This design comes from an exercise in tuning for small area and a short achievable clock period on the open sky130 flow, not from production work. Only simulation tests tie the RTL to the original design; equivalence was not proved.

==> flow/run.sh <==
#!/bin/bash
# Own layout flow: the standard flow (standard.sh) with two changes:
#  - the full-adder and half-adder modules (fa, ha) are kept as their own modules through
#    synthesis, so each becomes one sky130 fa/ha cell, and the netlist is flattened at the end
#    as the standard synthesis does;
#  - port buffers are buf_2 cells instead of the default delay-buffer cell.
set -euo pipefail
W=$PWD
export SYNTH_KEEP_MODULES="fa ha"
export BUFFER_PORTS_ARGS="-buffer_cell sky130_fd_sc_hd__buf_2"
export CTS_BUF_LIST=sky130_fd_sc_hd__clkbuf_4
export SETUP_SLACK_MARGIN=8
export ABC_AREA=1
bash "$W/standard.sh" > "$W/standard_flow.log" 2>&1
==> standard.sh <==
#!/bin/bash
# synth_recipe.tcl (not shown) runs the flow's synth.tcl, then flattens the netlist and writes it again
# the make line also repeats each setting of config.mk as NAME=value (left out here)
make -C /OpenROAD-flow-scripts/flow DESIGN_CONFIG=/design/flow/config.mk WORK_HOME=/design/flow/orfs CLKGATE_MAP_FILE= SYNTH_SCRIPT=/design/flow/synth_recipe.tcl "${@:-finish}"
==> config.mk <==
export PLATFORM = sky130hd
export DESIGN_NAME = divider
export DESIGN_NICKNAME = divider
export VERILOG_FILES = /design/flow/design.v
export SDC_FILE = /design/flow/constraint.sdc
export NUM_CORES = 4
export LEC_CHECK = 0
export CAP_MARGIN = 20
export CORE_MARGIN = 2
export CORE_UTILIZATION = 40
export SLEW_MARGIN = 20
==> constraint.sdc <==
create_clock -name core_clock -period 18.0 [get_ports {clk}]
set_input_delay 3.6000 -clock core_clock [delete_from_list [all_inputs] [get_ports {clk}]]
set_output_delay 3.6000 -clock core_clock [all_outputs]
set_load 0.01 [all_outputs]
==> design.v <==
module fa (input logic a, b, c, output logic s, co);
  assign s = a ^ b ^ c;
  assign co = (a & b) | (a & c) | (b & c);
endmodule
module ha (input logic a, b, output logic s, co);
  assign s = a ^ b;
  assign co = a & b;
endmodule
module multiplier (input logic [15:0] x, y, output logic [15:0] p);
  logic b1_1;
  logic b2_2;
  logic bn_3;
  logic xn4;
  logic xn5;
  logic xn6;
  logic xn7;
  logic xn8;
  logic xn9;
  logic xn10;
  logic xn11;
  logic xn12;
  logic xn13;
  logic xn14;
  logic xn15;
  logic xn16;
  logic xn17;
  logic xn18;
  logic xn19;
  logic xn20;
  logic pp21;
  logic pp22;
  logic pp23;
  logic pp24;
  logic pp25;
  logic pp26;
  logic pp27;
  logic pp28;
  logic pp29;
  logic pp30;
  logic pp31;
  logic pp32;
  logic pp33;
  logic pp34;
  logic pp35;
  logic pp36;
  logic pp37;
  logic pp38;
  logic b1_39;
  logic b2_40;
  logic bn_41;
  logic xn42;
  logic xn43;
  logic xn44;
  logic xn45;
  logic xn46;
  logic xn47;
  logic xn48;
  logic xn49;
  logic xn50;
  logic xn51;
  logic xn52;
  logic xn53;
  logic xn54;
  logic xn55;
  logic xn56;
  logic xn57;
  logic xn58;
  logic pp59;
  logic pp60;
  logic pp61;
  logic pp62;
  logic pp63;
  logic pp64;
  logic pp65;
  logic pp66;
  logic pp67;
  logic pp68;
  logic pp69;
  logic pp70;
  logic pp71;
  logic pp72;
  logic pp73;
  logic pp74;
  logic pp75;
  logic pp76;
  logic b1_77;
  logic b2_78;
  logic bn_79;
  logic xn80;
  logic xn81;
  logic xn82;
  logic xn83;
  logic xn84;
  logic xn85;
  logic xn86;
  logic xn87;
  logic xn88;
  logic xn89;
  logic xn90;
  logic xn91;
  logic xn92;
  logic xn93;
  logic xn94;
  logic xn95;
  logic xn96;
  logic pp97;
  logic pp98;
  logic pp99;
  logic pp100;
  logic pp101;
  logic pp102;
  logic pp103;
  logic pp104;
  logic pp105;
  logic pp106;
  logic pp107;
  logic pp108;
  logic pp109;
  logic pp110;
  logic pp111;
  logic pp112;
  logic pp113;
  logic pp114;
  logic b1_115;
  logic b2_116;
  logic bn_117;
  logic xn118;
  logic xn119;
  logic xn120;
  logic xn121;
  logic xn122;
  logic xn123;
  logic xn124;
  logic xn125;
  logic xn126;
  logic xn127;
  logic xn128;
  logic xn129;
  logic xn130;
  logic xn131;
  logic xn132;
  logic xn133;
  logic xn134;
  logic pp135;
  logic pp136;
  logic pp137;
  logic pp138;
  logic pp139;
  logic pp140;
  logic pp141;
  logic pp142;
  logic pp143;
  logic pp144;
  logic pp145;
  logic pp146;
  logic pp147;
  logic pp148;
  logic pp149;
  logic pp150;
  logic pp151;
  logic pp152;
  logic b1_153;
  logic b2_154;
  logic bn_155;
  logic xn156;
  logic xn157;
  logic xn158;
  logic xn159;
  logic xn160;
  logic xn161;
  logic xn162;
  logic xn163;
  logic xn164;
  logic xn165;
  logic xn166;
  logic xn167;
  logic xn168;
  logic xn169;
  logic xn170;
  logic xn171;
  logic xn172;
  logic pp173;
  logic pp174;
  logic pp175;
  logic pp176;
  logic pp177;
  logic pp178;
  logic pp179;
  logic pp180;
  logic pp181;
  logic pp182;
  logic pp183;
  logic pp184;
  logic pp185;
  logic pp186;
  logic pp187;
  logic pp188;
  logic pp189;
  logic pp190;
  logic b1_191;
  logic b2_192;
  logic bn_193;
  logic xn194;
  logic xn195;
  logic xn196;
  logic xn197;
  logic xn198;
  logic xn199;
  logic xn200;
  logic xn201;
  logic xn202;
  logic xn203;
  logic xn204;
  logic xn205;
  logic xn206;
  logic xn207;
  logic xn208;
  logic xn209;
  logic xn210;
  logic pp211;
  logic pp212;
  logic pp213;
  logic pp214;
  logic pp215;
  logic pp216;
  logic pp217;
  logic pp218;
  logic pp219;
  logic pp220;
  logic pp221;
  logic pp222;
  logic pp223;
  logic pp224;
  logic pp225;
  logic pp226;
  logic pp227;
  logic pp228;
  logic b1_229;
  logic b2_230;
  logic bn_231;
  logic xn232;
  logic xn233;
  logic xn234;
  logic xn235;
  logic xn236;
  logic xn237;
  logic xn238;
  logic xn239;
  logic xn240;
  logic xn241;
  logic xn242;
  logic xn243;
  logic xn244;
  logic xn245;
  logic xn246;
  logic xn247;
  logic xn248;
  logic pp249;
  logic pp250;
  logic pp251;
  logic pp252;
  logic pp253;
  logic pp254;
  logic pp255;
  logic pp256;
  logic pp257;
  logic pp258;
  logic pp259;
  logic pp260;
  logic pp261;
  logic pp262;
  logic pp263;
  logic pp264;
  logic pp265;
  logic pp266;
  logic b1_267;
  logic b2_268;
  logic bn_269;
  logic xn270;
  logic xn271;
  logic xn272;
  logic xn273;
  logic xn274;
  logic xn275;
  logic xn276;
  logic xn277;
  logic xn278;
  logic xn279;
  logic xn280;
  logic xn281;
  logic xn282;
  logic xn283;
  logic xn284;
  logic xn285;
  logic xn286;
  logic pp287;
  logic pp288;
  logic pp289;
  logic pp290;
  logic pp291;
  logic pp292;
  logic pp293;
  logic pp294;
  logic pp295;
  logic pp296;
  logic pp297;
  logic pp298;
  logic pp299;
  logic pp300;
  logic pp301;
  logic pp302;
  logic pp303;
  logic pp304;
  logic pp305;
  logic pp306;
  logic pp307;
  logic pp308;
  logic pp309;
  logic pp310;
  logic pp311;
  logic pp312;
  logic pp313;
  logic pp314;
  logic pp315;
  logic pp316;
  logic pp317;
  logic pp318;
  logic pp319;
  logic pp320;
  logic s321;
  logic c322;
  logic s323;
  logic c324;
  logic s325;
  logic c326;
  logic s327;
  logic c328;
  logic s329;
  logic c330;
  logic s331;
  logic c332;
  logic s333;
  logic c334;
  logic s335;
  logic c336;
  logic s337;
  logic c338;
  logic s339;
  logic c340;
  logic s341;
  logic c342;
  logic s343;
  logic c344;
  logic s345;
  logic c346;
  logic s347;
  logic c348;
  logic s349;
  logic c350;
  logic s351;
  logic c352;
  logic s353;
  logic c354;
  logic s355;
  logic c356;
  logic s357;
  logic c358;
  logic s359;
  logic c360;
  logic s361;
  logic c362;
  logic s363;
  logic c364;
  logic s365;
  logic c366;
  logic s367;
  logic c368;
  logic s369;
  logic c370;
  logic s371;
  logic c372;
  logic s373;
  logic c374;
  logic s375;
  logic c376;
  logic s377;
  logic c378;
  logic s379;
  logic c380;
  logic s381;
  logic c382;
  logic s383;
  logic c384;
  logic s385;
  logic c386;
  logic s387;
  logic c388;
  logic s389;
  logic c390;
  logic s391;
  logic c392;
  logic s393;
  logic c394;
  logic s395;
  logic c396;
  logic s397;
  logic c398;
  logic s399;
  logic c400;
  logic s401;
  logic c402;
  logic s403;
  logic c404;
  logic s405;
  logic c406;
  logic s407;
  logic c408;
  logic s409;
  logic c410;
  logic s411;
  logic c412;
  logic s413;
  logic c414;
  logic s415;
  logic c416;
  logic s417;
  logic c418;
  logic s419;
  logic c420;
  logic s421;
  logic c422;
  logic s423;
  logic c424;
  logic s425;
  logic c426;
  logic s427;
  logic c428;
  logic s429;
  logic c430;
  logic s431;
  logic c432;
  logic s433;
  logic c434;
  logic s435;
  logic c436;
  logic s437;
  logic c438;
  logic s439;
  logic c440;
  logic s441;
  logic c442;
  logic s443;
  logic c444;
  logic s445;
  logic c446;
  logic s447;
  logic c448;
  logic s449;
  logic c450;
  logic s451;
  logic c452;
  logic s453;
  logic c454;
  logic s455;
  logic c456;
  logic s457;
  logic c458;
  logic s459;
  logic c460;
  logic s461;
  logic c462;
  logic s463;
  logic c464;
  logic s465;
  logic c466;
  logic s467;
  logic c468;
  logic s469;
  logic c470;
  logic s471;
  logic c472;
  logic s473;
  logic c474;
  logic s475;
  logic c476;
  logic s477;
  logic c478;
  logic s479;
  logic c480;
  logic s481;
  logic c482;
  logic s483;
  logic c484;
  logic s485;
  logic c486;
  logic s487;
  logic c488;
  logic s489;
  logic c490;
  logic s491;
  logic c492;
  logic s493;
  logic c494;
  logic s495;
  logic c496;
  logic s497;
  logic c498;
  logic s499;
  logic c500;
  logic s501;
  logic c502;
  logic s503;
  logic c504;
  logic s505;
  logic c506;
  logic s507;
  logic c508;
  logic s509;
  logic c510;
  logic s511;
  logic c512;
  logic s513;
  logic c514;
  logic s515;
  logic c516;
  logic s517;
  logic c518;
  logic s519;
  logic c520;
  logic s521;
  logic c522;
  logic s523;
  logic c524;
  logic s525;
  logic c526;
  logic s527;
  logic c528;
  logic s529;
  logic c530;
  logic s531;
  logic c532;
  logic s533;
  logic c534;
  logic s535;
  logic c536;
  logic s537;
  logic c538;
  logic s539;
  logic c540;
  logic s541;
  logic c542;
  logic s543;
  logic c544;
  logic s545;
  logic c546;
  logic s547;
  logic c548;
  logic s549;
  logic c550;
  logic s551;
  logic c552;
  logic s553;
  logic c554;
  logic s555;
  logic c556;
  logic s557;
  logic c558;
  logic s559;
  logic c560;
  logic s561;
  logic c562;
  logic s563;
  logic c564;
  logic s565;
  logic c566;
  logic s567;
  logic c568;
  logic s569;
  logic c570;
  logic s571;
  logic c572;
  logic s573;
  logic c574;
  logic s575;
  logic c576;
  logic s577;
  logic c578;
  logic s579;
  logic c580;
  logic s581;
  logic c582;
  logic s583;
  logic c584;
  assign b1_1 = y[0] ^ 1'b0;
  assign b2_2 = (y[1] & ~y[0] & ~1'b0) | (~y[1] & y[0] & 1'b0);
  assign bn_3 = y[1] & ~(y[0] & 1'b0);
  assign xn4 = x[0] ^ bn_3;
  assign xn5 = x[1] ^ bn_3;
  assign xn6 = x[2] ^ bn_3;
  assign xn7 = x[3] ^ bn_3;
  assign xn8 = x[4] ^ bn_3;
  assign xn9 = x[5] ^ bn_3;
  assign xn10 = x[6] ^ bn_3;
  assign xn11 = x[7] ^ bn_3;
  assign xn12 = x[8] ^ bn_3;
  assign xn13 = x[9] ^ bn_3;
  assign xn14 = x[10] ^ bn_3;
  assign xn15 = x[11] ^ bn_3;
  assign xn16 = x[12] ^ bn_3;
  assign xn17 = x[13] ^ bn_3;
  assign xn18 = x[14] ^ bn_3;
  assign xn19 = x[15] ^ bn_3;
  assign xn20 = 1'b0 ^ bn_3;
  assign pp21 = (b1_1 & xn4) | (b2_2 & bn_3);
  assign pp22 = (b1_1 & xn5) | (b2_2 & xn4);
  assign pp23 = (b1_1 & xn6) | (b2_2 & xn5);
  assign pp24 = (b1_1 & xn7) | (b2_2 & xn6);
  assign pp25 = (b1_1 & xn8) | (b2_2 & xn7);
  assign pp26 = (b1_1 & xn9) | (b2_2 & xn8);
  assign pp27 = (b1_1 & xn10) | (b2_2 & xn9);
  assign pp28 = (b1_1 & xn11) | (b2_2 & xn10);
  assign pp29 = (b1_1 & xn12) | (b2_2 & xn11);
  assign pp30 = (b1_1 & xn13) | (b2_2 & xn12);
  assign pp31 = (b1_1 & xn14) | (b2_2 & xn13);
  assign pp32 = (b1_1 & xn15) | (b2_2 & xn14);
  assign pp33 = (b1_1 & xn16) | (b2_2 & xn15);
  assign pp34 = (b1_1 & xn17) | (b2_2 & xn16);
  assign pp35 = (b1_1 & xn18) | (b2_2 & xn17);
  assign pp36 = (b1_1 & xn19) | (b2_2 & xn18);
  assign pp37 = (b1_1 & xn20) | (b2_2 & xn19);
  assign pp38 = ~bn_3;
  assign b1_39 = y[2] ^ y[1];
  assign b2_40 = (y[3] & ~y[2] & ~y[1]) | (~y[3] & y[2] & y[1]);
  assign bn_41 = y[3] & ~(y[2] & y[1]);
  assign xn42 = x[0] ^ bn_41;
  assign xn43 = x[1] ^ bn_41;
  assign xn44 = x[2] ^ bn_41;
  assign xn45 = x[3] ^ bn_41;
  assign xn46 = x[4] ^ bn_41;
  assign xn47 = x[5] ^ bn_41;
  assign xn48 = x[6] ^ bn_41;
  assign xn49 = x[7] ^ bn_41;
  assign xn50 = x[8] ^ bn_41;
  assign xn51 = x[9] ^ bn_41;
  assign xn52 = x[10] ^ bn_41;
  assign xn53 = x[11] ^ bn_41;
  assign xn54 = x[12] ^ bn_41;
  assign xn55 = x[13] ^ bn_41;
  assign xn56 = x[14] ^ bn_41;
  assign xn57 = x[15] ^ bn_41;
  assign xn58 = 1'b0 ^ bn_41;
  assign pp59 = (b1_39 & xn42) | (b2_40 & bn_41);
  assign pp60 = (b1_39 & xn43) | (b2_40 & xn42);
  assign pp61 = (b1_39 & xn44) | (b2_40 & xn43);
  assign pp62 = (b1_39 & xn45) | (b2_40 & xn44);
  assign pp63 = (b1_39 & xn46) | (b2_40 & xn45);
  assign pp64 = (b1_39 & xn47) | (b2_40 & xn46);
  assign pp65 = (b1_39 & xn48) | (b2_40 & xn47);
  assign pp66 = (b1_39 & xn49) | (b2_40 & xn48);
  assign pp67 = (b1_39 & xn50) | (b2_40 & xn49);
  assign pp68 = (b1_39 & xn51) | (b2_40 & xn50);
  assign pp69 = (b1_39 & xn52) | (b2_40 & xn51);
  assign pp70 = (b1_39 & xn53) | (b2_40 & xn52);
  assign pp71 = (b1_39 & xn54) | (b2_40 & xn53);
  assign pp72 = (b1_39 & xn55) | (b2_40 & xn54);
  assign pp73 = (b1_39 & xn56) | (b2_40 & xn55);
  assign pp74 = (b1_39 & xn57) | (b2_40 & xn56);
  assign pp75 = (b1_39 & xn58) | (b2_40 & xn57);
  assign pp76 = ~bn_41;
  assign b1_77 = y[4] ^ y[3];
  assign b2_78 = (y[5] & ~y[4] & ~y[3]) | (~y[5] & y[4] & y[3]);
  assign bn_79 = y[5] & ~(y[4] & y[3]);
  assign xn80 = x[0] ^ bn_79;
  assign xn81 = x[1] ^ bn_79;
  assign xn82 = x[2] ^ bn_79;
  assign xn83 = x[3] ^ bn_79;
  assign xn84 = x[4] ^ bn_79;
  assign xn85 = x[5] ^ bn_79;
  assign xn86 = x[6] ^ bn_79;
  assign xn87 = x[7] ^ bn_79;
  assign xn88 = x[8] ^ bn_79;
  assign xn89 = x[9] ^ bn_79;
  assign xn90 = x[10] ^ bn_79;
  assign xn91 = x[11] ^ bn_79;
  assign xn92 = x[12] ^ bn_79;
  assign xn93 = x[13] ^ bn_79;
  assign xn94 = x[14] ^ bn_79;
  assign xn95 = x[15] ^ bn_79;
  assign xn96 = 1'b0 ^ bn_79;
  assign pp97 = (b1_77 & xn80) | (b2_78 & bn_79);
  assign pp98 = (b1_77 & xn81) | (b2_78 & xn80);
  assign pp99 = (b1_77 & xn82) | (b2_78 & xn81);
  assign pp100 = (b1_77 & xn83) | (b2_78 & xn82);
  assign pp101 = (b1_77 & xn84) | (b2_78 & xn83);
  assign pp102 = (b1_77 & xn85) | (b2_78 & xn84);
  assign pp103 = (b1_77 & xn86) | (b2_78 & xn85);
  assign pp104 = (b1_77 & xn87) | (b2_78 & xn86);
  assign pp105 = (b1_77 & xn88) | (b2_78 & xn87);
  assign pp106 = (b1_77 & xn89) | (b2_78 & xn88);
  assign pp107 = (b1_77 & xn90) | (b2_78 & xn89);
  assign pp108 = (b1_77 & xn91) | (b2_78 & xn90);
  assign pp109 = (b1_77 & xn92) | (b2_78 & xn91);
  assign pp110 = (b1_77 & xn93) | (b2_78 & xn92);
  assign pp111 = (b1_77 & xn94) | (b2_78 & xn93);
  assign pp112 = (b1_77 & xn95) | (b2_78 & xn94);
  assign pp113 = (b1_77 & xn96) | (b2_78 & xn95);
  assign pp114 = ~bn_79;
  assign b1_115 = y[6] ^ y[5];
  assign b2_116 = (y[7] & ~y[6] & ~y[5]) | (~y[7] & y[6] & y[5]);
  assign bn_117 = y[7] & ~(y[6] & y[5]);
  assign xn118 = x[0] ^ bn_117;
  assign xn119 = x[1] ^ bn_117;
  assign xn120 = x[2] ^ bn_117;
  assign xn121 = x[3] ^ bn_117;
  assign xn122 = x[4] ^ bn_117;
  assign xn123 = x[5] ^ bn_117;
  assign xn124 = x[6] ^ bn_117;
  assign xn125 = x[7] ^ bn_117;
  assign xn126 = x[8] ^ bn_117;
  assign xn127 = x[9] ^ bn_117;
  assign xn128 = x[10] ^ bn_117;
  assign xn129 = x[11] ^ bn_117;
  assign xn130 = x[12] ^ bn_117;
  assign xn131 = x[13] ^ bn_117;
  assign xn132 = x[14] ^ bn_117;
  assign xn133 = x[15] ^ bn_117;
  assign xn134 = 1'b0 ^ bn_117;
  assign pp135 = (b1_115 & xn118) | (b2_116 & bn_117);
  assign pp136 = (b1_115 & xn119) | (b2_116 & xn118);
  assign pp137 = (b1_115 & xn120) | (b2_116 & xn119);
  assign pp138 = (b1_115 & xn121) | (b2_116 & xn120);
  assign pp139 = (b1_115 & xn122) | (b2_116 & xn121);
  assign pp140 = (b1_115 & xn123) | (b2_116 & xn122);
  assign pp141 = (b1_115 & xn124) | (b2_116 & xn123);
  assign pp142 = (b1_115 & xn125) | (b2_116 & xn124);
  assign pp143 = (b1_115 & xn126) | (b2_116 & xn125);
  assign pp144 = (b1_115 & xn127) | (b2_116 & xn126);
  assign pp145 = (b1_115 & xn128) | (b2_116 & xn127);
  assign pp146 = (b1_115 & xn129) | (b2_116 & xn128);
  assign pp147 = (b1_115 & xn130) | (b2_116 & xn129);
  assign pp148 = (b1_115 & xn131) | (b2_116 & xn130);
  assign pp149 = (b1_115 & xn132) | (b2_116 & xn131);
  assign pp150 = (b1_115 & xn133) | (b2_116 & xn132);
  assign pp151 = (b1_115 & xn134) | (b2_116 & xn133);
  assign pp152 = ~bn_117;
  assign b1_153 = y[8] ^ y[7];
  assign b2_154 = (y[9] & ~y[8] & ~y[7]) | (~y[9] & y[8] & y[7]);
  assign bn_155 = y[9] & ~(y[8] & y[7]);
  assign xn156 = x[0] ^ bn_155;
  assign xn157 = x[1] ^ bn_155;
  assign xn158 = x[2] ^ bn_155;
  assign xn159 = x[3] ^ bn_155;
  assign xn160 = x[4] ^ bn_155;
  assign xn161 = x[5] ^ bn_155;
  assign xn162 = x[6] ^ bn_155;
  assign xn163 = x[7] ^ bn_155;
  assign xn164 = x[8] ^ bn_155;
  assign xn165 = x[9] ^ bn_155;
  assign xn166 = x[10] ^ bn_155;
  assign xn167 = x[11] ^ bn_155;
  assign xn168 = x[12] ^ bn_155;
  assign xn169 = x[13] ^ bn_155;
  assign xn170 = x[14] ^ bn_155;
  assign xn171 = x[15] ^ bn_155;
  assign xn172 = 1'b0 ^ bn_155;
  assign pp173 = (b1_153 & xn156) | (b2_154 & bn_155);
  assign pp174 = (b1_153 & xn157) | (b2_154 & xn156);
  assign pp175 = (b1_153 & xn158) | (b2_154 & xn157);
  assign pp176 = (b1_153 & xn159) | (b2_154 & xn158);
  assign pp177 = (b1_153 & xn160) | (b2_154 & xn159);
  assign pp178 = (b1_153 & xn161) | (b2_154 & xn160);
  assign pp179 = (b1_153 & xn162) | (b2_154 & xn161);
  assign pp180 = (b1_153 & xn163) | (b2_154 & xn162);
  assign pp181 = (b1_153 & xn164) | (b2_154 & xn163);
  assign pp182 = (b1_153 & xn165) | (b2_154 & xn164);
  assign pp183 = (b1_153 & xn166) | (b2_154 & xn165);
  assign pp184 = (b1_153 & xn167) | (b2_154 & xn166);
  assign pp185 = (b1_153 & xn168) | (b2_154 & xn167);
  assign pp186 = (b1_153 & xn169) | (b2_154 & xn168);
  assign pp187 = (b1_153 & xn170) | (b2_154 & xn169);
  assign pp188 = (b1_153 & xn171) | (b2_154 & xn170);
  assign pp189 = (b1_153 & xn172) | (b2_154 & xn171);
  assign pp190 = ~bn_155;
  assign b1_191 = y[10] ^ y[9];
  assign b2_192 = (y[11] & ~y[10] & ~y[9]) | (~y[11] & y[10] & y[9]);
  assign bn_193 = y[11] & ~(y[10] & y[9]);
  assign xn194 = x[0] ^ bn_193;
  assign xn195 = x[1] ^ bn_193;
  assign xn196 = x[2] ^ bn_193;
  assign xn197 = x[3] ^ bn_193;
  assign xn198 = x[4] ^ bn_193;
  assign xn199 = x[5] ^ bn_193;
  assign xn200 = x[6] ^ bn_193;
  assign xn201 = x[7] ^ bn_193;
  assign xn202 = x[8] ^ bn_193;
  assign xn203 = x[9] ^ bn_193;
  assign xn204 = x[10] ^ bn_193;
  assign xn205 = x[11] ^ bn_193;
  assign xn206 = x[12] ^ bn_193;
  assign xn207 = x[13] ^ bn_193;
  assign xn208 = x[14] ^ bn_193;
  assign xn209 = x[15] ^ bn_193;
  assign xn210 = 1'b0 ^ bn_193;
  assign pp211 = (b1_191 & xn194) | (b2_192 & bn_193);
  assign pp212 = (b1_191 & xn195) | (b2_192 & xn194);
  assign pp213 = (b1_191 & xn196) | (b2_192 & xn195);
  assign pp214 = (b1_191 & xn197) | (b2_192 & xn196);
  assign pp215 = (b1_191 & xn198) | (b2_192 & xn197);
  assign pp216 = (b1_191 & xn199) | (b2_192 & xn198);
  assign pp217 = (b1_191 & xn200) | (b2_192 & xn199);
  assign pp218 = (b1_191 & xn201) | (b2_192 & xn200);
  assign pp219 = (b1_191 & xn202) | (b2_192 & xn201);
  assign pp220 = (b1_191 & xn203) | (b2_192 & xn202);
  assign pp221 = (b1_191 & xn204) | (b2_192 & xn203);
  assign pp222 = (b1_191 & xn205) | (b2_192 & xn204);
  assign pp223 = (b1_191 & xn206) | (b2_192 & xn205);
  assign pp224 = (b1_191 & xn207) | (b2_192 & xn206);
  assign pp225 = (b1_191 & xn208) | (b2_192 & xn207);
  assign pp226 = (b1_191 & xn209) | (b2_192 & xn208);
  assign pp227 = (b1_191 & xn210) | (b2_192 & xn209);
  assign pp228 = ~bn_193;
  assign b1_229 = y[12] ^ y[11];
  assign b2_230 = (y[13] & ~y[12] & ~y[11]) | (~y[13] & y[12] & y[11]);
  assign bn_231 = y[13] & ~(y[12] & y[11]);
  assign xn232 = x[0] ^ bn_231;
  assign xn233 = x[1] ^ bn_231;
  assign xn234 = x[2] ^ bn_231;
  assign xn235 = x[3] ^ bn_231;
  assign xn236 = x[4] ^ bn_231;
  assign xn237 = x[5] ^ bn_231;
  assign xn238 = x[6] ^ bn_231;
  assign xn239 = x[7] ^ bn_231;
  assign xn240 = x[8] ^ bn_231;
  assign xn241 = x[9] ^ bn_231;
  assign xn242 = x[10] ^ bn_231;
  assign xn243 = x[11] ^ bn_231;
  assign xn244 = x[12] ^ bn_231;
  assign xn245 = x[13] ^ bn_231;
  assign xn246 = x[14] ^ bn_231;
  assign xn247 = x[15] ^ bn_231;
  assign xn248 = 1'b0 ^ bn_231;
  assign pp249 = (b1_229 & xn232) | (b2_230 & bn_231);
  assign pp250 = (b1_229 & xn233) | (b2_230 & xn232);
  assign pp251 = (b1_229 & xn234) | (b2_230 & xn233);
  assign pp252 = (b1_229 & xn235) | (b2_230 & xn234);
  assign pp253 = (b1_229 & xn236) | (b2_230 & xn235);
  assign pp254 = (b1_229 & xn237) | (b2_230 & xn236);
  assign pp255 = (b1_229 & xn238) | (b2_230 & xn237);
  assign pp256 = (b1_229 & xn239) | (b2_230 & xn238);
  assign pp257 = (b1_229 & xn240) | (b2_230 & xn239);
  assign pp258 = (b1_229 & xn241) | (b2_230 & xn240);
  assign pp259 = (b1_229 & xn242) | (b2_230 & xn241);
  assign pp260 = (b1_229 & xn243) | (b2_230 & xn242);
  assign pp261 = (b1_229 & xn244) | (b2_230 & xn243);
  assign pp262 = (b1_229 & xn245) | (b2_230 & xn244);
  assign pp263 = (b1_229 & xn246) | (b2_230 & xn245);
  assign pp264 = (b1_229 & xn247) | (b2_230 & xn246);
  assign pp265 = (b1_229 & xn248) | (b2_230 & xn247);
  assign pp266 = ~bn_231;
  assign b1_267 = y[14] ^ y[13];
  assign b2_268 = (y[15] & ~y[14] & ~y[13]) | (~y[15] & y[14] & y[13]);
  assign bn_269 = y[15] & ~(y[14] & y[13]);
  assign xn270 = x[0] ^ bn_269;
  assign xn271 = x[1] ^ bn_269;
  assign xn272 = x[2] ^ bn_269;
  assign xn273 = x[3] ^ bn_269;
  assign xn274 = x[4] ^ bn_269;
  assign xn275 = x[5] ^ bn_269;
  assign xn276 = x[6] ^ bn_269;
  assign xn277 = x[7] ^ bn_269;
  assign xn278 = x[8] ^ bn_269;
  assign xn279 = x[9] ^ bn_269;
  assign xn280 = x[10] ^ bn_269;
  assign xn281 = x[11] ^ bn_269;
  assign xn282 = x[12] ^ bn_269;
  assign xn283 = x[13] ^ bn_269;
  assign xn284 = x[14] ^ bn_269;
  assign xn285 = x[15] ^ bn_269;
  assign xn286 = 1'b0 ^ bn_269;
  assign pp287 = (b1_267 & xn270) | (b2_268 & bn_269);
  assign pp288 = (b1_267 & xn271) | (b2_268 & xn270);
  assign pp289 = (b1_267 & xn272) | (b2_268 & xn271);
  assign pp290 = (b1_267 & xn273) | (b2_268 & xn272);
  assign pp291 = (b1_267 & xn274) | (b2_268 & xn273);
  assign pp292 = (b1_267 & xn275) | (b2_268 & xn274);
  assign pp293 = (b1_267 & xn276) | (b2_268 & xn275);
  assign pp294 = (b1_267 & xn277) | (b2_268 & xn276);
  assign pp295 = (b1_267 & xn278) | (b2_268 & xn277);
  assign pp296 = (b1_267 & xn279) | (b2_268 & xn278);
  assign pp297 = (b1_267 & xn280) | (b2_268 & xn279);
  assign pp298 = (b1_267 & xn281) | (b2_268 & xn280);
  assign pp299 = (b1_267 & xn282) | (b2_268 & xn281);
  assign pp300 = (b1_267 & xn283) | (b2_268 & xn282);
  assign pp301 = (b1_267 & xn284) | (b2_268 & xn283);
  assign pp302 = (b1_267 & xn285) | (b2_268 & xn284);
  assign pp303 = (b1_267 & xn286) | (b2_268 & xn285);
  assign pp304 = ~bn_269;
  assign pp305 = x[0] & y[15];
  assign pp306 = x[1] & y[15];
  assign pp307 = x[2] & y[15];
  assign pp308 = x[3] & y[15];
  assign pp309 = x[4] & y[15];
  assign pp310 = x[5] & y[15];
  assign pp311 = x[6] & y[15];
  assign pp312 = x[7] & y[15];
  assign pp313 = x[8] & y[15];
  assign pp314 = x[9] & y[15];
  assign pp315 = x[10] & y[15];
  assign pp316 = x[11] & y[15];
  assign pp317 = x[12] & y[15];
  assign pp318 = x[13] & y[15];
  assign pp319 = x[14] & y[15];
  assign pp320 = x[15] & y[15];
  ha us321 (.a(bn_193), .b(pp103), .s(s321), .co(c322));
  ha us323 (.a(pp104), .b(pp140), .s(s323), .co(c324));
  fa us325 (.a(bn_231), .b(pp105), .c(pp141), .s(s325), .co(c326));
  ha us327 (.a(pp177), .b(pp213), .s(s327), .co(c328));
  fa us329 (.a(pp106), .b(pp142), .c(pp178), .s(s329), .co(c330));
  ha us331 (.a(pp214), .b(pp250), .s(s331), .co(c332));
  fa us333 (.a(bn_269), .b(pp107), .c(pp143), .s(s333), .co(c334));
  fa us335 (.a(pp179), .b(pp215), .c(pp251), .s(s335), .co(c336));
  ha us337 (.a(pp287), .b(pp35), .s(s337), .co(c338));
  fa us339 (.a(pp108), .b(pp144), .c(pp180), .s(s339), .co(c340));
  fa us341 (.a(pp216), .b(pp252), .c(pp288), .s(s341), .co(c342));
  ha us343 (.a(pp36), .b(pp72), .s(s343), .co(c344));
  fa us345 (.a(pp305), .b(pp109), .c(pp145), .s(s345), .co(c346));
  fa us347 (.a(pp181), .b(pp217), .c(pp253), .s(s347), .co(c348));
  fa us349 (.a(pp289), .b(pp37), .c(pp73), .s(s349), .co(c350));
  fa us351 (.a(pp306), .b(bn_3), .c(pp110), .s(s351), .co(c352));
  fa us353 (.a(pp146), .b(pp182), .c(pp218), .s(s353), .co(c354));
  fa us355 (.a(pp254), .b(pp290), .c(pp74), .s(s355), .co(c356));
  fa us357 (.a(pp307), .b(bn_3), .c(pp111), .s(s357), .co(c358));
  fa us359 (.a(pp147), .b(pp183), .c(pp219), .s(s359), .co(c360));
  fa us361 (.a(pp255), .b(pp291), .c(pp75), .s(s361), .co(c362));
  fa us363 (.a(pp308), .b(pp38), .c(pp76), .s(s363), .co(c364));
  fa us365 (.a(pp112), .b(pp148), .c(pp184), .s(s365), .co(c366));
  fa us367 (.a(pp220), .b(pp256), .c(pp292), .s(s367), .co(c368));
  assign s369 = ~(pp309 ^ pp113);
  assign c370 = pp309 | pp113;
  fa us371 (.a(pp149), .b(pp185), .c(pp221), .s(s371), .co(c372));
  ha us373 (.a(pp257), .b(pp293), .s(s373), .co(c374));
  fa us375 (.a(pp310), .b(pp114), .c(pp150), .s(s375), .co(c376));
  fa us377 (.a(pp186), .b(pp222), .c(pp258), .s(s377), .co(c378));
  assign s379 = ~(pp311 ^ pp151);
  assign c380 = pp311 | pp151;
  ha us381 (.a(pp187), .b(pp223), .s(s381), .co(c382));
  fa us383 (.a(pp312), .b(pp152), .c(pp188), .s(s383), .co(c384));
  assign s385 = ~pp313;
  assign c386 = pp313;
  ha us387 (.a(bn_117), .b(pp135), .s(s387), .co(c388));
  ha us389 (.a(pp100), .b(pp136), .s(s389), .co(c390));
  fa us391 (.a(bn_155), .b(pp101), .c(pp137), .s(s391), .co(c392));
  ha us393 (.a(pp173), .b(pp29), .s(s393), .co(c394));
  fa us395 (.a(pp102), .b(pp138), .c(pp174), .s(s395), .co(c396));
  ha us397 (.a(pp30), .b(pp66), .s(s397), .co(c398));
  fa us399 (.a(pp139), .b(pp175), .c(pp211), .s(s399), .co(c400));
  fa us401 (.a(pp31), .b(pp67), .c(s321), .s(s401), .co(c402));
  fa us403 (.a(pp176), .b(pp212), .c(pp32), .s(s403), .co(c404));
  fa us405 (.a(pp68), .b(c322), .c(s323), .s(s405), .co(c406));
  fa us407 (.a(pp249), .b(pp33), .c(pp69), .s(s407), .co(c408));
  fa us409 (.a(c324), .b(s327), .c(s325), .s(s409), .co(c410));
  fa us411 (.a(pp34), .b(pp70), .c(c328), .s(s411), .co(c412));
  fa us413 (.a(s331), .b(c326), .c(s329), .s(s413), .co(c414));
  fa us415 (.a(pp71), .b(c332), .c(s337), .s(s415), .co(c416));
  fa us417 (.a(c330), .b(s333), .c(s335), .s(s417), .co(c418));
  fa us419 (.a(c338), .b(s343), .c(c334), .s(s419), .co(c420));
  fa us421 (.a(c336), .b(s339), .c(s341), .s(s421), .co(c422));
  fa us423 (.a(c344), .b(c340), .c(c342), .s(s423), .co(c424));
  fa us425 (.a(s345), .b(s347), .c(s349), .s(s425), .co(c426));
  fa us427 (.a(c346), .b(c348), .c(c350), .s(s427), .co(c428));
  fa us429 (.a(s351), .b(s353), .c(s355), .s(s429), .co(c430));
  fa us431 (.a(c352), .b(c354), .c(c356), .s(s431), .co(c432));
  fa us433 (.a(s357), .b(s359), .c(s361), .s(s433), .co(c434));
  fa us435 (.a(s363), .b(c358), .c(c360), .s(s435), .co(c436));
  fa us437 (.a(c362), .b(s365), .c(s367), .s(s437), .co(c438));
  fa us439 (.a(c364), .b(s373), .c(c366), .s(s439), .co(c440));
  fa us441 (.a(c368), .b(s369), .c(s371), .s(s441), .co(c442));
  fa us443 (.a(pp294), .b(c374), .c(c370), .s(s443), .co(c444));
  fa us445 (.a(c372), .b(s375), .c(s377), .s(s445), .co(c446));
  fa us447 (.a(pp259), .b(pp295), .c(s381), .s(s447), .co(c448));
  fa us449 (.a(c376), .b(c378), .c(s379), .s(s449), .co(c450));
  fa us451 (.a(pp224), .b(pp260), .c(pp296), .s(s451), .co(c452));
  fa us453 (.a(c382), .b(c380), .c(s383), .s(s453), .co(c454));
  fa us455 (.a(s385), .b(pp189), .c(pp225), .s(s455), .co(c456));
  fa us457 (.a(pp261), .b(pp297), .c(c384), .s(s457), .co(c458));
  fa us459 (.a(pp314), .b(pp190), .c(c386), .s(s459), .co(c460));
  fa us461 (.a(pp226), .b(pp262), .c(pp298), .s(s461), .co(c462));
  assign s463 = ~(pp315 ^ pp227);
  assign c464 = pp315 | pp227;
  ha us465 (.a(pp263), .b(pp299), .s(s465), .co(c466));
  fa us467 (.a(pp316), .b(pp228), .c(pp264), .s(s467), .co(c468));
  assign s469 = ~pp317;
  assign c470 = pp317;
  ha us471 (.a(bn_79), .b(pp25), .s(s471), .co(c472));
  ha us473 (.a(pp26), .b(pp62), .s(s473), .co(c474));
  fa us475 (.a(pp27), .b(pp63), .c(pp99), .s(s475), .co(c476));
  fa us477 (.a(pp28), .b(pp64), .c(c388), .s(s477), .co(c478));
  fa us479 (.a(pp65), .b(c390), .c(s393), .s(s479), .co(c480));
  fa us481 (.a(c394), .b(s397), .c(c392), .s(s481), .co(c482));
  fa us483 (.a(c398), .b(c396), .c(s399), .s(s483), .co(c484));
  fa us485 (.a(c400), .b(s403), .c(c402), .s(s485), .co(c486));
  fa us487 (.a(c404), .b(s407), .c(c406), .s(s487), .co(c488));
  fa us489 (.a(c408), .b(s411), .c(c410), .s(s489), .co(c490));
  fa us491 (.a(c412), .b(s415), .c(c414), .s(s491), .co(c492));
  fa us493 (.a(c416), .b(c418), .c(s419), .s(s493), .co(c494));
  fa us495 (.a(c420), .b(c422), .c(s423), .s(s495), .co(c496));
  fa us497 (.a(c424), .b(c426), .c(s427), .s(s497), .co(c498));
  fa us499 (.a(c428), .b(c430), .c(s431), .s(s499), .co(c500));
  fa us501 (.a(c432), .b(c434), .c(s435), .s(s501), .co(c502));
  fa us503 (.a(c436), .b(c438), .c(s439), .s(s503), .co(c504));
  fa us505 (.a(c440), .b(c442), .c(s443), .s(s505), .co(c506));
  fa us507 (.a(s447), .b(c444), .c(c446), .s(s507), .co(c508));
  fa us509 (.a(s451), .b(c448), .c(c450), .s(s509), .co(c510));
  fa us511 (.a(c452), .b(s455), .c(c454), .s(s511), .co(c512));
  fa us513 (.a(s459), .b(c456), .c(s461), .s(s513), .co(c514));
  fa us515 (.a(c460), .b(s465), .c(c462), .s(s515), .co(c516));
  fa us517 (.a(pp300), .b(c466), .c(c464), .s(s517), .co(c518));
  fa us519 (.a(s469), .b(pp265), .c(pp301), .s(s519), .co(c520));
  fa us521 (.a(pp318), .b(pp266), .c(c470), .s(s521), .co(c522));
  assign s523 = ~pp319;
  assign c524 = pp319;
  ha us525 (.a(bn_41), .b(pp23), .s(s525), .co(c526));
  ha us527 (.a(pp24), .b(pp60), .s(s527), .co(c528));
  fa us529 (.a(pp61), .b(pp97), .c(s471), .s(s529), .co(c530));
  fa us531 (.a(pp98), .b(c472), .c(s473), .s(s531), .co(c532));
  fa us533 (.a(c474), .b(s387), .c(s475), .s(s533), .co(c534));
  fa us535 (.a(s389), .b(c476), .c(s477), .s(s535), .co(c536));
  fa us537 (.a(s391), .b(c478), .c(s479), .s(s537), .co(c538));
  fa us539 (.a(s395), .b(c480), .c(s481), .s(s539), .co(c540));
  fa us541 (.a(s401), .b(c482), .c(s483), .s(s541), .co(c542));
  fa us543 (.a(s405), .b(c484), .c(s485), .s(s543), .co(c544));
  fa us545 (.a(s409), .b(c486), .c(s487), .s(s545), .co(c546));
  fa us547 (.a(s413), .b(c488), .c(s489), .s(s547), .co(c548));
  fa us549 (.a(s417), .b(c490), .c(s491), .s(s549), .co(c550));
  fa us551 (.a(s421), .b(c492), .c(s493), .s(s551), .co(c552));
  fa us553 (.a(s425), .b(c494), .c(s495), .s(s553), .co(c554));
  fa us555 (.a(s429), .b(c496), .c(s497), .s(s555), .co(c556));
  fa us557 (.a(s433), .b(c498), .c(s499), .s(s557), .co(c558));
  fa us559 (.a(s437), .b(c500), .c(s501), .s(s559), .co(c560));
  fa us561 (.a(s441), .b(c502), .c(s503), .s(s561), .co(c562));
  fa us563 (.a(s445), .b(c504), .c(s505), .s(s563), .co(c564));
  fa us565 (.a(s449), .b(c506), .c(s507), .s(s565), .co(c566));
  fa us567 (.a(s453), .b(c508), .c(s509), .s(s567), .co(c568));
  fa us569 (.a(s457), .b(c510), .c(s511), .s(s569), .co(c570));
  fa us571 (.a(c458), .b(s513), .c(c512), .s(s571), .co(c572));
  fa us573 (.a(s463), .b(c514), .c(s515), .s(s573), .co(c574));
  fa us575 (.a(s467), .b(c516), .c(s517), .s(s575), .co(c576));
  fa us577 (.a(c468), .b(s519), .c(c518), .s(s577), .co(c578));
  fa us579 (.a(pp302), .b(s521), .c(c520), .s(s579), .co(c580));
  fa us581 (.a(s523), .b(pp303), .c(c522), .s(s581), .co(c582));
  fa us583 (.a(pp320), .b(pp304), .c(c524), .s(s583), .co(c584));
  logic [31:0] ra, rb, sum;
  assign ra = {s583, s581, s579, s577, c574, s573, c570, c568, c566, c564, c562, c560, c558, c556, c554, c552, c550, c548, c546, c544, c542, c540, c538, c536, c534, c532, c530, c528, c526, pp59, pp22, bn_3};
  assign rb = {c582, c580, c578, c576, s575, c572, s571, s569, s567, s565, s563, s561, s559, s557, s555, s553, s551, s549, s547, s545, s543, s541, s539, s537, s535, s533, s531, s529, s527, s525, 1'b0, pp21};
  logic [31:0] g0, p0;
  assign g0 = ra & rb;
  assign p0 = ra ^ rb;
  logic gg1_1, pp1_1;
  assign gg1_1 = g0[1] | (p0[1] & g0[0]);
  assign pp1_1 = p0[1] & p0[0];
  logic gg1_3, pp1_3;
  assign gg1_3 = g0[3] | (p0[3] & g0[2]);
  assign pp1_3 = p0[3] & p0[2];
  logic gg1_5, pp1_5;
  assign gg1_5 = g0[5] | (p0[5] & g0[4]);
  assign pp1_5 = p0[5] & p0[4];
  logic gg1_7, pp1_7;
  assign gg1_7 = g0[7] | (p0[7] & g0[6]);
  assign pp1_7 = p0[7] & p0[6];
  logic gg1_9, pp1_9;
  assign gg1_9 = g0[9] | (p0[9] & g0[8]);
  assign pp1_9 = p0[9] & p0[8];
  logic gg1_11, pp1_11;
  assign gg1_11 = g0[11] | (p0[11] & g0[10]);
  assign pp1_11 = p0[11] & p0[10];
  logic gg1_13, pp1_13;
  assign gg1_13 = g0[13] | (p0[13] & g0[12]);
  assign pp1_13 = p0[13] & p0[12];
  logic gg1_15, pp1_15;
  assign gg1_15 = g0[15] | (p0[15] & g0[14]);
  assign pp1_15 = p0[15] & p0[14];
  logic gg1_17, pp1_17;
  assign gg1_17 = g0[17] | (p0[17] & g0[16]);
  assign pp1_17 = p0[17] & p0[16];
  logic gg1_19, pp1_19;
  assign gg1_19 = g0[19] | (p0[19] & g0[18]);
  assign pp1_19 = p0[19] & p0[18];
  logic gg1_21, pp1_21;
  assign gg1_21 = g0[21] | (p0[21] & g0[20]);
  assign pp1_21 = p0[21] & p0[20];
  logic gg1_23, pp1_23;
  assign gg1_23 = g0[23] | (p0[23] & g0[22]);
  assign pp1_23 = p0[23] & p0[22];
  logic gg1_25, pp1_25;
  assign gg1_25 = g0[25] | (p0[25] & g0[24]);
  assign pp1_25 = p0[25] & p0[24];
  logic gg1_27, pp1_27;
  assign gg1_27 = g0[27] | (p0[27] & g0[26]);
  assign pp1_27 = p0[27] & p0[26];
  logic gg1_29, pp1_29;
  assign gg1_29 = g0[29] | (p0[29] & g0[28]);
  assign pp1_29 = p0[29] & p0[28];
  logic gg1_31, pp1_31;
  assign gg1_31 = g0[31] | (p0[31] & g0[30]);
  assign pp1_31 = p0[31] & p0[30];
  logic gg2_3, pp2_3;
  assign gg2_3 = gg1_3 | (pp1_3 & gg1_1);
  assign pp2_3 = pp1_3 & pp1_1;
  logic gg2_7, pp2_7;
  assign gg2_7 = gg1_7 | (pp1_7 & gg1_5);
  assign pp2_7 = pp1_7 & pp1_5;
  logic gg2_11, pp2_11;
  assign gg2_11 = gg1_11 | (pp1_11 & gg1_9);
  assign pp2_11 = pp1_11 & pp1_9;
  logic gg2_15, pp2_15;
  assign gg2_15 = gg1_15 | (pp1_15 & gg1_13);
  assign pp2_15 = pp1_15 & pp1_13;
  logic gg2_19, pp2_19;
  assign gg2_19 = gg1_19 | (pp1_19 & gg1_17);
  assign pp2_19 = pp1_19 & pp1_17;
  logic gg2_23, pp2_23;
  assign gg2_23 = gg1_23 | (pp1_23 & gg1_21);
  assign pp2_23 = pp1_23 & pp1_21;
  logic gg2_27, pp2_27;
  assign gg2_27 = gg1_27 | (pp1_27 & gg1_25);
  assign pp2_27 = pp1_27 & pp1_25;
  logic gg2_31, pp2_31;
  assign gg2_31 = gg1_31 | (pp1_31 & gg1_29);
  assign pp2_31 = pp1_31 & pp1_29;
  logic gg3_7, pp3_7;
  assign gg3_7 = gg2_7 | (pp2_7 & gg2_3);
  assign pp3_7 = pp2_7 & pp2_3;
  logic gg3_15, pp3_15;
  assign gg3_15 = gg2_15 | (pp2_15 & gg2_11);
  assign pp3_15 = pp2_15 & pp2_11;
  logic gg3_23, pp3_23;
  assign gg3_23 = gg2_23 | (pp2_23 & gg2_19);
  assign pp3_23 = pp2_23 & pp2_19;
  logic gg3_31, pp3_31;
  assign gg3_31 = gg2_31 | (pp2_31 & gg2_27);
  assign pp3_31 = pp2_31 & pp2_27;
  logic gg4_15, pp4_15;
  assign gg4_15 = gg3_15 | (pp3_15 & gg3_7);
  assign pp4_15 = pp3_15 & pp3_7;
  logic gg4_31, pp4_31;
  assign gg4_31 = gg3_31 | (pp3_31 & gg3_23);
  assign pp4_31 = pp3_31 & pp3_23;
  logic gg5_31, pp5_31;
  assign gg5_31 = gg4_31 | (pp4_31 & gg4_15);
  assign pp5_31 = pp4_31 & pp4_15;
  logic gg7_23, pp7_23;
  assign gg7_23 = gg3_23 | (pp3_23 & gg4_15);
  assign pp7_23 = pp3_23 & pp4_15;
  logic gg8_11, pp8_11;
  assign gg8_11 = gg2_11 | (pp2_11 & gg3_7);
  assign pp8_11 = pp2_11 & pp3_7;
  logic gg8_19, pp8_19;
  assign gg8_19 = gg2_19 | (pp2_19 & gg4_15);
  assign pp8_19 = pp2_19 & pp4_15;
  logic gg8_27, pp8_27;
  assign gg8_27 = gg2_27 | (pp2_27 & gg7_23);
  assign pp8_27 = pp2_27 & pp7_23;
  logic gg9_5, pp9_5;
  assign gg9_5 = gg1_5 | (pp1_5 & gg2_3);
  assign pp9_5 = pp1_5 & pp2_3;
  logic gg9_9, pp9_9;
  assign gg9_9 = gg1_9 | (pp1_9 & gg3_7);
  assign pp9_9 = pp1_9 & pp3_7;
  logic gg9_13, pp9_13;
  assign gg9_13 = gg1_13 | (pp1_13 & gg8_11);
  assign pp9_13 = pp1_13 & pp8_11;
  logic gg9_17, pp9_17;
  assign gg9_17 = gg1_17 | (pp1_17 & gg4_15);
  assign pp9_17 = pp1_17 & pp4_15;
  logic gg9_21, pp9_21;
  assign gg9_21 = gg1_21 | (pp1_21 & gg8_19);
  assign pp9_21 = pp1_21 & pp8_19;
  logic gg9_25, pp9_25;
  assign gg9_25 = gg1_25 | (pp1_25 & gg7_23);
  assign pp9_25 = pp1_25 & pp7_23;
  logic gg9_29, pp9_29;
  assign gg9_29 = gg1_29 | (pp1_29 & gg8_27);
  assign pp9_29 = pp1_29 & pp8_27;
  logic gg10_2, pp10_2;
  assign gg10_2 = g0[2] | (p0[2] & gg1_1);
  assign pp10_2 = p0[2] & pp1_1;
  logic gg10_4, pp10_4;
  assign gg10_4 = g0[4] | (p0[4] & gg2_3);
  assign pp10_4 = p0[4] & pp2_3;
  logic gg10_6, pp10_6;
  assign gg10_6 = g0[6] | (p0[6] & gg9_5);
  assign pp10_6 = p0[6] & pp9_5;
  logic gg10_8, pp10_8;
  assign gg10_8 = g0[8] | (p0[8] & gg3_7);
  assign pp10_8 = p0[8] & pp3_7;
  logic gg10_10, pp10_10;
  assign gg10_10 = g0[10] | (p0[10] & gg9_9);
  assign pp10_10 = p0[10] & pp9_9;
  logic gg10_12, pp10_12;
  assign gg10_12 = g0[12] | (p0[12] & gg8_11);
  assign pp10_12 = p0[12] & pp8_11;
  logic gg10_14, pp10_14;
  assign gg10_14 = g0[14] | (p0[14] & gg9_13);
  assign pp10_14 = p0[14] & pp9_13;
  logic gg10_16, pp10_16;
  assign gg10_16 = g0[16] | (p0[16] & gg4_15);
  assign pp10_16 = p0[16] & pp4_15;
  logic gg10_18, pp10_18;
  assign gg10_18 = g0[18] | (p0[18] & gg9_17);
  assign pp10_18 = p0[18] & pp9_17;
  logic gg10_20, pp10_20;
  assign gg10_20 = g0[20] | (p0[20] & gg8_19);
  assign pp10_20 = p0[20] & pp8_19;
  logic gg10_22, pp10_22;
  assign gg10_22 = g0[22] | (p0[22] & gg9_21);
  assign pp10_22 = p0[22] & pp9_21;
  logic gg10_24, pp10_24;
  assign gg10_24 = g0[24] | (p0[24] & gg7_23);
  assign pp10_24 = p0[24] & pp7_23;
  logic gg10_26, pp10_26;
  assign gg10_26 = g0[26] | (p0[26] & gg9_25);
  assign pp10_26 = p0[26] & pp9_25;
  logic gg10_28, pp10_28;
  assign gg10_28 = g0[28] | (p0[28] & gg8_27);
  assign pp10_28 = p0[28] & pp8_27;
  logic gg10_30, pp10_30;
  assign gg10_30 = g0[30] | (p0[30] & gg9_29);
  assign pp10_30 = p0[30] & pp9_29;
  assign sum[0] = p0[0];
  assign sum[31:1] = p0[31:1] ^ {gg10_30, gg9_29, gg10_28, gg8_27, gg10_26, gg9_25, gg10_24, gg7_23, gg10_22, gg9_21, gg10_20, gg8_19, gg10_18, gg9_17, gg10_16, gg4_15, gg10_14, gg9_13, gg10_12, gg8_11, gg10_10, gg9_9, gg10_8, gg3_7, gg10_6, gg9_5, gg10_4, gg2_3, gg10_2, gg1_1, g0[0]};
  assign p = sum[30:15];
endmodule
module divider (input logic [15:0] N,D,IA0,IA1,IA2,IA3,
                input logic clk, reset, kSave, nSave, dSave, kNextSel,
                input logic [1:0] muxSelB,
                output logic [15:0] quotient, remainder);
  logic [15:0] n, d, k, left, right, p;
  logic s0, s1, s2, s3, sk;
  assign s0 = ~reset & kNextSel & (D[14:13] == 2'd0);
  assign s1 = ~reset & kNextSel & (D[14:13] == 2'd1);
  assign s2 = ~reset & kNextSel & (D[14:13] == 2'd2);
  assign s3 = ~reset & kNextSel & (D[14:13] == 2'd3);
  assign sk = ~reset & ~kNextSel;
  assign left = ({16{s0}} & IA0) | ({16{s1}} & IA1) | ({16{s2}} & IA2) | ({16{s3}} & IA3)
              | ({16{sk}} & k);
  always_comb
    case (muxSelB)
      2'd0: right = N;
      2'd1: right = D;
      2'd2: right = n;
      default: right = d;
    endcase
  multiplier mult(.x(left), .y(right), .p(p));
  always_ff @(posedge clk) begin
    if (nSave | reset) n <= p;
    if (dSave | reset) d <= p;
    if (kSave | reset) k <= ~(p | {16{reset}});
    if (nSave | reset) quotient <= n & {16{~reset}};
  end
  assign remainder = 16'b0;
endmodule
==> impl_metrics.ini, run 1 <==
[clock_tree]
insertion_delay_ns = 0.41
cts_root_buffer = clkbuf_4
cts_buffers = 9
clockBufferDepth = 2
cts_tree = done
cts_sinks = 64
cts_hold_buf = 0
clk_pin_slew_ns = 0.11
cts-htree-levels = 3

[placement]
place_area_um2 = 10200
hpwl_mm = 22.3
pre_cts_ws_ns = 6.98
gp_congestion = 0.894
io_buffers = 119

[timing]
setup_ws_ns = 8.40
setup_tns_ns = 0
skew_ns = 0.00992
rsz0062_at_grt = false
period_share = 0.533
tightest_slew_ns = 0.861
min_period_ns = 9.60
slew_headroom = 0.426
fmax_mhz = 104
setup_viol = 0
hold_violations = 0
finalMaxSlewViolations = 0

[route]
wl_per_cell_um = 19.4
wl_mm = 27.8
via_per_inst = 5.46
drc = 0
antenna_left = 0
drt_pass1_iterations = 5
vias = 7815
drtIter0Drc = 548

[setup_path]
cp_slowest_cell = fa_1
critPathRequiredTime_ns = 18.15
endpoint_kind = flop
path_max_fanout = 15
worstSetupPathType = in2reg
crit_path_frequent_cell = fa_1
cp-start-kind = input pin
slowest_delay_ns = 0.53
worstPathArrival_ns = 9.75

[floorplanning]
initial_core_util = 0.403
die_h_um = 157
core_area_um2 = 23300
die_w_um = 157
top_level_ports = 136
die-area_um2 = 24700
placementRows = 56

[layout]
regArea_um2 = 1920
final_common_cell = o22ai_1
num-fill-cells = 2296
drive_gt1_frac = 0.209
num-nets-final = 1382
final_cell_mix = o22ai_1, xor2_1, nand2_1, buf_2, fa_1
final_cell_area_um2 = 10600
area_growth_pct = 12.8
multi_input_area_um2 = 6880
num_antenna_cells = 0

[logic_synthesis]
yosys_warnings = 1
syn_area_um2 = 9380
synth-seq-cells = 64
async_reset_ff_frac = 0
synthDistinctLibCells = 43
synth_enable_flop_cells = 64
synth_top_cell_by_area = fa_1
ys.flop_type = edfxtp_1
synth.top_cell.area_share = 0.245
synth_area_per_cell_um2 = 9.50
synthTopCellsByArea = fa_1, edfxtp_1, xor2_1
synthCells = 988
yosysSeqAreaShare = 0.205

[global_routing]
grt_max_degree = 39
gr-max-usage-layer = met2
use_met3 = 0.0452
gr-total-overflow = 0
grtUsageTotal = 0.227
grt_use_met1 = 0.296
use_met2 = 0.382
antenna_found_initial = 0
first_global_vias = 7846
grt_pass1_wl_mm = 42.4

[job]
maxCapViolCount = 0

[worst_hold_path]
min_path_type = reg2reg

[status]
status = complete, no violations
[layout make-up]
| cell class | instances | area share |
|---|---|---|
| multi-input cells | 780 | 0.650 |
| inverters | 103 | 0.0382 |
| well taps | 319 | 0.0377 |
| repair buffers | 149 | 0.0792 |
| clock inverters | 7 | 0.00591 |
| clock buffers | 9 | 0.00638 |
| flip-flops and latches | 64 | 0.182 |
| repair inverters | 1 | 0.000709 |
[flip-flops by register name, indices dropped and copies added (netlist names)]
register and count:
n 16, quotient 16, d 16, k 16
[cell families after synthesis]
logic type	synth area share
compound gates	0.158
xor+xnor	0.121
fa+ha+maj	0.319
buf+inv	0.0763
flops	0.205
other cells	0.000400
simple gates	0.121
[critical path: cells and delay by family]
kind	cells	cell delay [ns]
XOR/XNOR	2	0.47
AO/OA/AOI/OAI	5	0.74
AND/OR/NAND/NOR	9	1.06
buffers and inverters	6	0.99
adder cells (fa/ha/maj)	7	2.86
[cells in the mapped netlist (all sizes together), types with 2 or more instances]
| master | n |
|---|---|
| a211oi | 2 |
| a21oi | 16 |
| a221oi | 10 |
| a22o | 4 |
| buf | 40 |
| clkbuf | 16 |
| clkinv | 7 |
| edfxtp | 64 |
| fa | 115 |
| ha | 55 |
| inv | 96 |
| nand2 | 135 |
| nand3 | 20 |
| nand4 | 3 |
| nor2 | 81 |
| nor3 | 2 |
| nor4 | 4 |
| o2111ai | 12 |
| o211ai | 2 |
| o21ai | 29 |
| o221ai | 5 |
| o22ai | 129 |
| or2 | 5 |
| xnor2 | 3 |
| xor2 | 127 |
[per-stage QoR]
step | util | std cells | hold WS (ns)
after floorplan | - | 1003 | 0.516
after global placement | 0.437 | 1393 | 0.532
after detailed placement | 0.437 | 1393 | 0.535
after CTS | 0.445 | 1413 | 0.561
after global routing | 0.455 | 1432 | 0.589
final | 0.455 | 1432 | 0.562
[modules after synthesis (local to each module, per instance)]
module | cells | flops+latches | area [um^2]
divider | 863 | 64 | 7010
fa | 1 | 0 | 20.0
ha | 1 | 0 | 12.5
[path summary, 6_finish.rpt]
kind	endpoint	start	slack, ns	depth (start not counted)
worst max-delay path	k[8]	muxSelB[0]	8.40	29
worst min-delay path	quotient[8]	n[8]	0.56	2
worst max register to register	k[8]	n[5]	11.63	27
worst min register to register	quotient[8]	n[8]	0.56	2
[per-layer routing]
layer  vias to the layer above  part of all wire
met5                         -                 0
met2                       334              0.48
met3                        55             0.086
li1                       3621                 -
met4                         0             0.026
met1                      3805              0.41
[timing repair]
item	4_1_cts	5_1_grt
hold endpoints to repair	0	0
endpoints found under the setup margin	43	38
setup buffers	4	18
pin swaps	1	5
resized for setup	4	24
cloned	0	1
==> run 2: changes to the inputs <==
--- a/flow/run.sh
+++ b/flow/run.sh
@@ -8,5 +8,5 @@
 W=$PWD
 export SYNTH_KEEP_MODULES="fa ha"
-export BUFFER_PORTS_ARGS="-buffer_cell sky130_fd_sc_hd__buf_2"
+export BUFFER_PORTS_ARGS="-buffer_cell sky130_fd_sc_hd__buf_1"
 export CTS_BUF_LIST=sky130_fd_sc_hd__clkbuf_4
 export SETUP_SLACK_MARGIN=8
==> impl_metrics.ini, run 2 <==
[logic_synthesis]
synth_area_per_cell_um2 = 9.50
synthTopCellsByArea = fa_1, edfxtp_1, xor2_1
synthDistinctLibCells = 43
synth_top_cell_by_area = fa_1
synthCells = 988
synthTopCellsByCount = o22ai_1, xor2_1, nand2_1, fa_1, inv_1
syn_area_um2 = 9380
async_reset_ff_frac = 0
yosys_warnings = 1
synth_enable_flop_cells = 64
synth.top_cell.area_share = 0.245
ys.flop_type = edfxtp_1
yosysSeqAreaShare = 0.205
synth-seq-cells = 64
yosysMostFrequentCell = o22ai_1

[global_routing]
grt_max_degree = 39
first_global_vias = 7968
antenna_found_initial = 1
grt_pass1_wl_mm = 42.0
grtUsageTotal = 0.224
gr-total-overflow = 0

[setup_path]
critPathRequiredTime_ns = 18.17
endpoint_kind = flop
crit_path_frequent_cell = fa_1
path_max_fanout = 16
worstPathArrival_ns = 9.80
ff2ff_path_depth = 27
cp_slowest_cell = fa_1
worstSetupPathType = in2reg
reg2reg_slack_ns = 11.52
cp-start-kind = input pin
slowest_delay_ns = 0.51

[timing]
setup_viol = 0
tightest_slew_ns = 0.822
slew_headroom = 0.452
min_period_ns = 9.63
setup_tns_ns = 0
finalMaxSlewViolations = 0
skew_ns = 0.0123
fmax_mhz = 104
rsz0062_at_grt = false
period_share = 0.535
hold_violations = 0

[clock_tree]
cts_sinks = 64
cts_root_buffer = clkbuf_4
cts_buffers = 9
cts_hold_buf = 0
insertion_delay_ns = 0.43
cts-htree-levels = 3
clk_pin_slew_ns = 0.11
cts_tree = done
clockBufferDepth = 2

[job]
maxCapViolCount = 0

[layout]
area_growth_pct = 11.0
final_cell_mix = o22ai_1, xor2_1, nand2_1, buf_1, fa_1
num-fill-cells = 2309
num_antenna_cells = 0
final_common_cell = o22ai_1
num-nets-final = 1378
drive_gt1_frac = 0.0983
final_cell_area_um2 = 10400

[worst_hold_path]
holdPathStages = 2
min_path_type = reg2reg

[route]
wl_mm = 27.5
wl_per_cell_um = 19.3
antenna_left = 0
route.layer.met1.wl_mm = 11.5
drc = 0
met3WireLength_mm = 2.04
drt_pass1_iterations = 5
dr_wl_met2_mm = 13.3
vias = 7827
via_per_inst = 5.48
top_layer = met4
drtIter0Drc = 710

[placement]
gp_congestion = 0.911
hpwl_mm = 22.1
place_area_um2 = 10000
io_buffers = 119

[floorplanning]
die_w_um = 157
core_area_um2 = 23300
top_level_ports = 136
die_h_um = 157
initial_core_util = 0.403
placementRows = 56
die-area_um2 = 24700

[status]
status = complete, no violations
## run 2: cell counts after synthesis
No cell type changed its count.
## run 2: what timing repair did
action / CTS / global route
setup endpoints to repair: 45 / 36
setup buffers: 3 / 15
gates resized for setup: 8 / 17
pin swaps: 1 / 5
cloned: 0 / 1
## run 2: modules after synthesis, one instance, submodules excluded
| module | times used | flip-flops and latches |
|---|---|---|
| divider | 1 | 64 |
| fa | 108 | 0 |
| ha | 17 | 0 |
## run 2: worst max-delay path, delay by kind of cell
kind                       cells  cell delay, ns
and+or+nand+nor                9            1.00
adders and majority gates      7            2.77
xor gates and xnor gates       2            0.46
AOI/OAI and AO/OA              6            1.00
buffers and inverters          5            0.96
## run 2: cells by family (layout without fill, tap and decap cells)
logic type	Yosys count	in the layout	share of synthesized area
simple gates	251	251	0.121
compound gates	213	213	0.158
fa+ha+maj	170	170	0.319
buf+inv	159	265	0.0763
xor+xnor	130	130	0.121
flops	64	64	0.205
other cells	1	16	0.000400
## run 2: path summary, 6_finish.rpt
kind                      end  startpoint
setup / recovery         k[8]  muxSelB[0]
hold / removal    quotient[7]        n[7]
setup reg to reg         k[8]        n[5]
hold reg to reg   quotient[7]        n[7]
## run 2: final cells by class
cell class / count / area (um^2) / area share
clock buffer: 9 / 67.6 / 0.00649
clock inverter: 7 / 96.3 / 0.00925
inverter: 103 / 398 / 0.0382
multi-input combinational: 780 / 6870 / 0.660
sequential: 64 / 1920 / 0.185
tap: 319 / 399 / 0.0383
timing repair buffer: 145 / 654 / 0.0628
timing repair inverter: 1 / 7.51 / 0.000721
## run 2: metal layers
metal | track usage | up-vias
met5 | 0 | -
met4 | 0.0641 | 0
met3 | 0.0377 | 44
met2 | 0.379 | 316
met1 | 0.296 | 3832
li1 | - | 3635
## run 2: metrics by stage
stage               worst slack, ns  hold slack [ns]   util  std cells
floorplan                      8.50            0.516      -       1003
global placement               7.05            0.534  0.431       1393
detailed placement             6.80            0.541  0.431       1393
CTS                            8.06            0.567  0.440       1412
global route                   8.00            0.589  0.448       1428
finish                         8.37            0.569  0.448       1428

## what the ideal ports hide
In the flow no input, the clock included, has a driving cell. The finished layouts below were timed again as built, in two steps. Step 1, drivers: a clkbuf_16 drives clk and a buf_2 each remaining input, both assumed. Step 2 adds t to the input delays and takes it off the output delays; t is the mean of the earliest and latest rising clock arrival at the registers after step 1. Input paths then give back, and output paths get back, about the clock's delay inside the block. Slacks: no drivers / after step 1 / after step 2; pairs: no drivers / after step 1.
| run | shift t [ns] | setup WS [ns] | worst setup path at the end |
|---|---|---|---|
| run 1 | 0.433 | 8.398 / 8.402 / 7.969 | input to register |
| run 2 | 0.449 | 8.369 / 8.374 / 7.925 | input to register |
After both steps every run listed still meets setup and hold. For run 2, which loses most, drivers alone change the setup slack by +0.005 ns; drivers and shift together by -0.444 ns.
